Source: an optimization exercise on an open RTL-to-GDS flow (aim: a short achievable clock period and few clock cycles). Production flows keep margins and buffers that such runs may drop.
In this exercise RTL edits were held to simulation tests only and were not proved equivalent to the original.
No activity file was given, so power comes from the tool's default toggle rates.

## riscvsingle
module riscvsingle(clk, reset,
                   PC,
                   Instr,
                   MemWrite,
                   ALUResult, WriteData,
                   ReadData);
Size in the first run: roughly 2500 flip-flops, about 120000 µm² of cells after synthesis.
export LEC_CHECK = 0
export ABC_CLOCK_PERIOD_IN_PS = 2000
export CAP_MARGIN = 20
export CELL_PAD_IN_SITES_DETAIL_PLACEMENT = 2
export CELL_PAD_IN_SITES_GLOBAL_PLACEMENT = 3
export CORE_MARGIN = 2
export CORE_UTILIZATION = 28
export PLACE_DENSITY = 0.35
export SLEW_MARGIN = 20
export SYNTH_HIERARCHICAL = 1
create_clock -name core_clock -period 13.0 [get_ports {clk}]
standard.sh (not shown) runs the stock make flow with config.mk's settings and CLKGATE_MAP_FILE= SYNTH_SCRIPT=/design/flow/synth_recipe.tcl, a recipe that flattens the netlist after the stock synthesis.
==> flow/flow/run.sh <==
#!/bin/bash
# Standard synthesis and layout; repair aims at a tighter period than the
# 13 ns constraint (SDC unchanged) by raising the setup slack margin.
set -euo pipefail
MARGIN=$(cat flow/margin.txt)
bash standard.sh synth > synth.log 2>&1
bash standard.sh SETUP_SLACK_MARGIN=$MARGIN finish > layout.log 2>&1
==> flow/flow/margin.txt <==
8.8
Testbench counts at the start, summed over its fixed seeds: cycles 150,831.
Then changed:
==> flow/flow/margin.txt (replaced) <==
8.6
--- a/flow/config.mk
+++ b/flow/config.mk
@@ -10,2 +10,2 @@
-export CELL_PAD_IN_SITES_DETAIL_PLACEMENT = 2
-export CELL_PAD_IN_SITES_GLOBAL_PLACEMENT = 3
+export CELL_PAD_IN_SITES_DETAIL_PLACEMENT = 1
+export CELL_PAD_IN_SITES_GLOBAL_PLACEMENT = 2
@@ -13,2 +13,2 @@
-export CORE_UTILIZATION = 28
-export PLACE_DENSITY = 0.35
+export CORE_UTILIZATION = 35
+export PLACE_DENSITY = 0.45
Outcome: The changed run produced a clean layout. Final cell count decreases by 9.8%. Total power shrinks by 4.8%. Via count falls by 1.8%. Combinational power came out lower by 11%. Clock skew came out higher by 0.0094 ns. Worst setup slack is better by 0.024 ns.

job 102:
Another version of the RTL of riscvsingle (not shown whole).
Size: about 290 I/O pins, roughly 0.12 mm2 of cells after synthesis.
// riscvsingle
module riscvsingle(clk, reset,
                   PC,
                   Instr,
                   MemWrite,
                   ALUResult, WriteData,
                   ReadData);
  input clk, reset;
  output [63:0] PC;
  input  [31:0] Instr;
  output MemWrite;
  output [63:0] ALUResult, WriteData;
  input  [63:0] ReadData;
  reg [63:0] pc_f;
  reg        x_br;         
  reg        x_ld;
  reg        x_sd;
  reg        x_we;         
  reg [4:0]  x_rd;
  reg [63:0] x_a, x_b, x_imm;          
  reg        sa_m, sa_w, sa_r;         
  reg        sa_l, sd_l, sb_l;         
  reg        sb_m, sb_w, sb_r;         
  reg        sb_mn, sb_wn, sb_rn, sb_i;
  reg        sd_m, sd_w, sd_r;         
  reg        x_sub;
  reg        x_sand, x_sor, x_sslt, x_ssum;
  reg [63:0] x_tgt;
  reg        m_we;
  reg        m_ld;
  reg [4:0]  m_rd;
  reg [63:0] m_res;
  reg [63:0] alu_q;
  reg [63:0] wd_q;
  reg        mw_q;
  reg [63:0] w_res;
  reg [63:0] rf [1:31];
  assign PC        = pc_f;
  assign ALUResult = alu_q;
  assign WriteData = wd_q;
  assign MemWrite  = mw_q;
  wire [6:0] op    = Instr[6:0];
  wire [4:0] f_rs1 = Instr[19:15];
  wire [4:0] f_rs2 = Instr[24:20];
  wire [4:0] f_rd  = Instr[11:7];
  wire [2:0] f3    = Instr[14:12];
  wire f_r    = (op[6:4] == 3'b011);
  wire f_i    = (op[6:4] == 3'b001);
  wire f_ld   = (op[6:4] == 3'b000);
  wire f_sd   = (op[6:4] == 3'b010);
  wire f_b    = (op[6:4] == 3'b110) & ~op[2];
  wire f_jal  = (op[6:4] == 3'b110) &  op[2];
  wire f_same = (f_rs1 == f_rs2);
  wire f_bt   = f_b & f_same;        
  wire f_br   = f_b & ~f_same;
  wire f_logic = (f_r | f_i) & f3[2] & f3[1];
  ...
make LEC_CHECK=0 ABC_CLOCK_PERIOD_IN_PS=2000 CAP_MARGIN=20 CELL_PAD_IN_SITES_DETAIL_PLACEMENT=1 CELL_PAD_IN_SITES_GLOBAL_PLACEMENT=2 CORE_MARGIN=2 CORE_UTILIZATION=35 PLACE_DENSITY=0.45 SETUP_SLACK_MARGIN=5 SLEW_MARGIN=20 SYNTH_HIERARCHICAL=1 finish   # period 13.0 ns
run.sh (not shown) runs the stock make flow with config.mk's settings and CLKGATE_MAP_FILE= SYNTH_SCRIPT=/design/flow/synth_recipe.tcl, a recipe that flattens the netlist after the stock synthesis.
Stock flow here: none of the scripts above is used.
Testbench counts of job 102, summed over its fixed seeds: cycles 150,406.
### job 102 -> job 104
Settings: removing SETUP_SLACK_MARGIN (formerly 5).
==> flow/flow/run.sh (new file) <==
#!/bin/bash
# Standard synthesis and layout; repair aims at a tighter period than the
# 13 ns constraint (SDC unchanged) by raising the setup slack margin.
set -euo pipefail
MARGIN=$(cat flow/margin.txt)
bash standard.sh synth > synth.log 2>&1
bash standard.sh SETUP_SLACK_MARGIN=$MARGIN finish > layout.log 2>&1
==> flow/flow/margin.txt (new file) <==
8.6
==> flow/standard.sh (new file) <==
#!/bin/bash
# synth_recipe.tcl (not shown) runs the flow's synth.tcl, then flattens the netlist and writes it again
# the make line also repeats each setting of config.mk as NAME=value (left out here)
make -C /OpenROAD-flow-scripts/flow DESIGN_CONFIG=/design/flow/config.mk WORK_HOME=/design/flow/orfs CLKGATE_MAP_FILE= SYNTH_SCRIPT=/design/flow/synth_recipe.tcl "${@:-finish}"
removed: flow/run.sh
## What came out
The actual slew at the worst max-slew pin of job 104 is lower than that of job 102. Sequential cell count: job 104 vs job 102, no meaningful difference. [diff] final instance area, job 104 relative to job 102: regression. Half-perimeter wire length after detailed placement: job 104 < job 102. The wire length after detailed routing of job 104 was inferior to that of job 102. Overall track demand over capacity in global routing (job 104 over job 102): increase, 1.5 points. What job 104 reported for non-clock buffer count has to be multiplied by 0.62 to get the figure for job 102. The final reports for job 104 and job 102 show data arrival time of the critical path lower in the former. The via count in job 104 was higher than what job 102 gave. Row final cell count without fillers: job 104 higher / job 102 lower. In terms of power of the sequential group, job 102 and job 104 differ only marginally.

what the ideal ports hide:
Ports are ideal in the flow. The routed layouts listed here were re-timed in OpenROAD.
Step 1 assumes that a clkbuf_16 drives the clock port and a buf_2 every other input.
Step 2 moves the port delays by t, midway between the first and last clock arrival at a register: inputs arrive t later, outputs are due t later. That takes back most of the time a late clock gives input paths.
Three values: ideal, step 1, step 2; two values: the first two.
| run | t, ns | slack for setup (ns) | worst hold slack (ns) | worst data-port slew with drivers (ns) | cell pins on the clock port's net |
|---|---|---|---|---|---|
| the first run of note 1 | 1.085 | 8.358 / 8.465 / 7.380 | 0.388 / 0.388 / 0.388 | 0.21 | 1 |
| the second run of note 1 | 1.066 | 8.382 / 8.285 / 7.219 | 0.363 / 0.363 / 0.363 | 0.21 | 1 |
| job 102 | 1.051 | 5.751 / 5.839 / 4.787 | 0.368 / 0.368 / 0.368 | 0.15 | 1 |
| job 104 | 1.070 | 8.351 / 8.320 / 7.251 | 0.351 / 0.351 / 0.351 | 0.26 | 1 |
After both steps every run listed still meets setup and hold. The setup slack of the second run of note 1, which loses most, moves by -0.097 ns with the drivers and by -1.163 ns with both steps.
